What follows belongs to an exercise in optimizing a design on an open flow for a short achievable clock period and few clock cycles; a production flow would make more cautious choices. Only simulation tests tie the RTL to the original design; equivalence was not proved. Power figures rest on the tool's default switching activity, not on a simulated workload.

## run a
==> flow/design.v <==
module ARMProcessor(
	input clk,
	input reset,
	output[31:0] pc,
	input[31:0] inst,
	input nIRQ,
	output[3:0] be,
	output[31:0] memaddr,
	output memwrite,
	output memread,
	output[31:0] writedata,
	input[31:0] readdata
	);
	assign be = 4'b1111;
	assign memread = 1'b1;
	reg [31:0] pcF;
	reg [31:0] rf [0:14];
	reg        Z;
	reg        vE;
	reg [31:0] opA, opB, opD;
	reg        cinE;
	reg        eqE, neE;         
	reg        wrRegE;           
	reg        blE;              
	reg        wrPcE;            
	reg        cmpE, ldE, stE, ldpcE;
	reg [3:0]  rdE;
	reg [31:0] maddrM, wdataM;
	reg        mwM, ldM, ldpcM;
	reg [3:0]  rdM;
	assign pc = pcF;
	assign memaddr = maddrM;
	assign memwrite = mwM;
	assign writedata = wdataM;
	wire        condE = ~((eqE & ~Z) | (neE & Z));
	wire        exE   = vE & condE;
	wire [31:0] sum   = opA + opB + {31'd0, cinE};
	wire        wrE   = exE & wrRegE;
	wire [31:0] wdE   = blE ? opD : sum;
	wire        redirE = exE & wrPcE;
	wire        ldpcEx = exE & ldE & ldpcE;
	wire        ldEx   = exE & ldE & ~ldpcE;
	wire [3:0]  cond = inst[31:28];
	wire [1:0]  op   = inst[27:26];
	wire [3:0]  cmd  = inst[24:21];
	wire [3:0]  rn   = inst[19:16];
	wire [3:0]  rd   = inst[15:12];
	wire [3:0]  rm   = inst[3:0];
	wire        isDP = (op == 2'b00);
	wire        isLS = (op == 2'b01);
	wire        isB  = (op == 2'b10);
	wire        cADD = (cmd == 4'b0100);
	wire        cSUB = (cmd == 4'b0010);
	wire        cMOV = (cmd == 4'b1101);
	wire        cCMP = (cmd == 4'b1010);
	wire        dpWr = isDP & (cADD | cSUB | cMOV);
	wire [31:0] pc8 = pcF + 32'd8;
	wire [31:0] pc4 = pcF + 32'd4;
	function [31:0] rd_rf;
		input [3:0] a;
		begin
			case (a)
			4'd0: rd_rf = rf[0];   4'd1: rd_rf = rf[1];
			4'd2: rd_rf = rf[2];   4'd3: rd_rf = rf[3];
			4'd4: rd_rf = rf[4];   4'd5: rd_rf = rf[5];
			4'd6: rd_rf = rf[6];   4'd7: rd_rf = rf[7];
			4'd8: rd_rf = rf[8];   4'd9: rd_rf = rf[9];
			4'd10: rd_rf = rf[10]; 4'd11: rd_rf = rf[11];
			4'd12: rd_rf = rf[12]; 4'd13: rd_rf = rf[13];
			4'd14: rd_rf = rf[14]; default: rd_rf = 32'd0;
			endcase
		end
	endfunction
	function [31:0] rdval;
		input [3:0] a;
		begin
			if (a == 4'd15)
				rdval = pc8;
			else if (wrE && rdE == a)
				rdval = wdE;
			else if (ldM && rdM == a)
				rdval = readdata;
			else
				rdval = rd_rf(a);
		end
	endfunction
	wire [31:0] vn = rdval(rn);
	wire [31:0] vm = rdval(rm);
	wire [31:0] vd = rdval(rd);
	wire [31:0] imm8  = {{24{inst[7]}}, inst[7:0]};
	wire [31:0] imm12 = {20'd0, inst[11:0]};
	wire [31:0] imm24 = {{6{inst[23]}}, inst[23:0], 2'b00};
	reg  [31:0] b0;
	reg  [31:0] a0;
	reg         inv;
	always @(*) begin
		case (op)
		2'b00: begin
			b0 = inst[25] ? imm8 : vm;
			a0 = cMOV ? 32'd0 : vn;
			inv = cSUB | cCMP;
		end
		2'b01: begin
			b0 = inst[25] ? vm : imm12;
			a0 = vn;
			inv = ~inst[23];
		end
		default: begin
			b0 = imm24;
			a0 = pc8;
			inv = 1'b0;
		end
		endcase
	end
	wire useRn = (isDP & (cADD | cSUB | cCMP)) | isLS;
	wire useRm = (isDP & ~inst[25] & (cADD | cSUB | cMOV | cCMP)) | (isLS & inst[25]);
	wire useRd = isLS & ~inst[20];
	wire stallF = ldEx & ((useRn & rn == rdE) | (useRm & rm == rdE) | (useRd & rd == rdE));
	wire killF = redirE | ldpcEx | ldpcM | stallF;
	integer i;
	always @(posedge clk) begin
		if (reset) begin
			pcF <= 32'd0;
			vE <= 1'b0;
			Z <= 1'b0;
			mwM <= 1'b0;
			ldM <= 1'b0;
			ldpcM <= 1'b0;
			for (i = 0; i < 15; i = i + 1)
				rf[i] <= 32'd0;
		end else begin
			if (ldpcM)
				pcF <= readdata;
			else if (redirE)
				pcF <= sum;
			else if (!stallF)
				pcF <= pc4;
			vE <= ~killF;
			for (i = 0; i < 15; i = i + 1) begin
				if (wrE && rdE == i)
					rf[i] <= wdE;
				else if (ldM && rdM == i)
					rf[i] <= readdata;
			end
			if (exE & cmpE)
				Z <= &(opA ^ opB);
			mwM <= exE & stE;
			ldM <= ldEx;
			ldpcM <= ldpcEx;
		end
		maddrM <= sum;
		wdataM <= opD;
		rdM <= rdE;
		opA <= a0;
		opB <= inv ? ~b0 : b0;
		cinE <= inv;
		opD <= isB ? pc4 : vd;
		eqE <= (cond == 4'b0000);
		neE <= (cond == 4'b0001);
		wrRegE <= (dpWr & rd != 4'd15) | (isB & inst[24]);
		blE <= isB;
		wrPcE <= (dpWr & rd == 4'd15) | isB;
		cmpE <= isDP & cCMP;
		ldE <= isLS & inst[20];
		stE <= isLS & ~inst[20];
		ldpcE <= rd == 4'd15;
		rdE <= isB ? 4'd14 : rd;
	end
endmodule
clock: 9.0 ns
lec_check: 0
abc_clock_period_in_ps: 3000
cap_margin: 20
core_margin: 2
core_utilization: 40
setup_slack_margin: 5
slew_margin: 20
run.sh (not shown) runs the stock make flow with config.mk's settings and CLKGATE_MAP_FILE= SYNTH_SCRIPT=/design/flow/synth_recipe.tcl, a recipe that flattens the netlist after the stock synthesis.
Run a: PASS, flow complete, no timing, DRC or antenna violations
Testbench counts of run a, summed over its fixed seeds: cycles 41,778.
diff inputs: run a => run b
diff --git a/flow/design.v b/flow/design.v
--- a/flow/design.v
+++ b/flow/design.v
@@ -53,10 +53,11 @@
 	wire        cSUB = (cmd == 4'b0010);
 	wire        cMOV = (cmd == 4'b1101);
 	wire        cCMP = (cmd == 4'b1010);
 	wire        dpWr = isDP & (cADD | cSUB | cMOV);
 	wire [31:0] pc8 = pcF + 32'd8;
+	wire [31:0] imm8  = {{24{inst[7]}}, inst[7:0]};
 	wire [31:0] pc4 = pcF + 32'd4;
 	function [31:0] rd_rf;
 		input [3:0] a;
 		begin
 			case (a)
@@ -85,11 +86,10 @@
 		end
 	endfunction
 	wire [31:0] vn = rdval(rn);
 	wire [31:0] vm = rdval(rm);
 	wire [31:0] vd = rdval(rd);
-	wire [31:0] imm8  = {{24{inst[7]}}, inst[7:0]};
 	wire [31:0] imm12 = {20'd0, inst[11:0]};
 	wire [31:0] imm24 = {{6{inst[23]}}, inst[23:0], 2'b00};
 	reg  [31:0] b0;
 	reg  [31:0] a0;
 	reg         inv;
@@ -114,10 +114,28 @@
 	end
 	wire useRn = (isDP & (cADD | cSUB | cCMP)) | isLS;
 	wire useRm = (isDP & ~inst[25] & (cADD | cSUB | cMOV | cCMP)) | (isLS & inst[25]);
 	wire useRd = isLS & ~inst[20];
 	wire stallF = ldEx & ((useRn & rn == rdE) | (useRm & rm == rdE) | (useRd & rd == rdE));
+	wire        zE   = &(opA ^ opB);
+	wire        Zeff = (exE & cmpE) ? zE : Z;
+	wire        condF = ~(((cond == 4'b0000) & ~Zeff) | ((cond == 4'b0001) & Zeff));
+	wire [5:0]  hi   = pc8[31:26];
+	wire [5:0]  hiP  = hi + 6'd1;
+	wire [5:0]  hiM  = hi - 6'd1;
+	wire [24:0] loB  = {1'b0, pc8[25:2]} + {1'b0, inst[23:0]};
+	wire [5:0]  hiB  = inst[23] ? (loB[24] ? hi : hiM) : (loB[24] ? hiP : hi);
+	wire [31:0] tgtB = {hiB, loB[23:0], pc8[1:0]};
+	wire [23:0] hj   = pc8[31:8];
+	wire [23:0] hjP  = hj + 24'd1;
+	wire [23:0] hjM  = hj - 24'd1;
+	wire [8:0]  loJ  = {1'b0, pc8[7:0]} + {1'b0, inst[7:0]};
+	wire [23:0] hiJ  = inst[7] ? (loJ[8] ? hj : hjM) : (loJ[8] ? hjP : hj);
+	wire [31:0] tgtJ = cMOV ? imm8 : {hiJ, loJ[7:0]};
+	wire jmpF = isDP & inst[25] & (rd == 4'd15) & (cMOV | (cADD & rn == 4'd15));
+	wire brF  = isB & condF;
+	wire jF   = jmpF & condF;
 	wire killF = redirE | ldpcEx | ldpcM | stallF;
 	integer i;
 	always @(posedge clk) begin
 		if (reset) begin
 			pcF <= 32'd0;
@@ -131,11 +149,17 @@
 		end else begin
 			if (ldpcM)
 				pcF <= readdata;
 			else if (redirE)
 				pcF <= sum;
-			else if (!stallF)
+			else if (ldpcEx | stallF)
+				pcF <= pcF;
+			else if (brF)
+				pcF <= tgtB;
+			else if (jF)
+				pcF <= tgtJ;
+			else
 				pcF <= pc4;
 			vE <= ~killF;
 			for (i = 0; i < 15; i = i + 1) begin
 				if (wrE && rdE == i)
 					rf[i] <= wdE;
@@ -157,11 +181,11 @@
 		opD <= isB ? pc4 : vd;
 		eqE <= (cond == 4'b0000);
 		neE <= (cond == 4'b0001);
 		wrRegE <= (dpWr & rd != 4'd15) | (isB & inst[24]);
 		blE <= isB;
-		wrPcE <= (dpWr & rd == 4'd15) | isB;
+		wrPcE <= dpWr & rd == 4'd15 & ~jmpF;
 		cmpE <= isDP & cCMP;
 		ldE <= isLS & inst[20];
 		stE <= isLS & ~inst[20];
 		ldpcE <= rd == 4'd15;
 		rdE <= isB ? 4'd14 : rd;
## What came out
Diff run a -> run b: synthesis-to-finish area growth went up 6.2 points; combined area of all synthesized cells shows an increase of about 5.5%; pre-CTS setup slack rose 0.0062 ns; weighted congestion at the end of routability-driven global placement now sits higher; number of vias per cell higher. On non-clock buffer share of cell area, the lower figure sits with run a, not run b. In run b relative to run a, final area had gone up by more than 10%. Starting density of the core delta (run b -> run a): insignificant. Sort run b and run a by fmax, descending, and run a comes first. Taking run a as the reference, in run b detailed-route via count now larger, fraction of power consumed by the clock network now sits lower, final cell count went up 10%, layout buffer count excluding clock buffers +about 43%, final-layout clock buffer total went up.
Testbench counts of run b, summed over its fixed seeds: cycles 35,561.

-- re-timing with driven ports --
In the flow no input, the clock included, has a driving cell. The finished layouts below were timed again as built, in two steps.
Step 1 sets driving cells, clkbuf_16 on the clock port and buf_2 on the other inputs (assumed; they add their load-dependent delay and slew).
Step 2 adds t to the input delays and takes it off the output delays; t is the mean of the earliest and latest rising clock arrival at the registers after step 1. Input paths then give back, and output paths get back, about the clock's delay inside the block.
a / b / c = ideal ports / drivers / drivers and shift; a / b = the first two.
run	t (ns)	setup slack, ns	hold slack, ns	latest minus earliest clock arrival (ns)	worst register clock-pin slew, ns
run a	0.755	4.794 / 4.832 / 4.077	0.350 / 0.350 / 0.350	0.035 / 0.036	0.07 / 0.07
run b	0.772	4.716 / 4.721 / 3.948	0.348 / 0.348 / 0.348	0.038 / 0.037	0.07 / 0.07
After both steps setup and hold are still met in every run listed. For run b, which loses most, drivers alone change the setup slack by +0.005 ns; drivers and shift together by -0.768 ns.
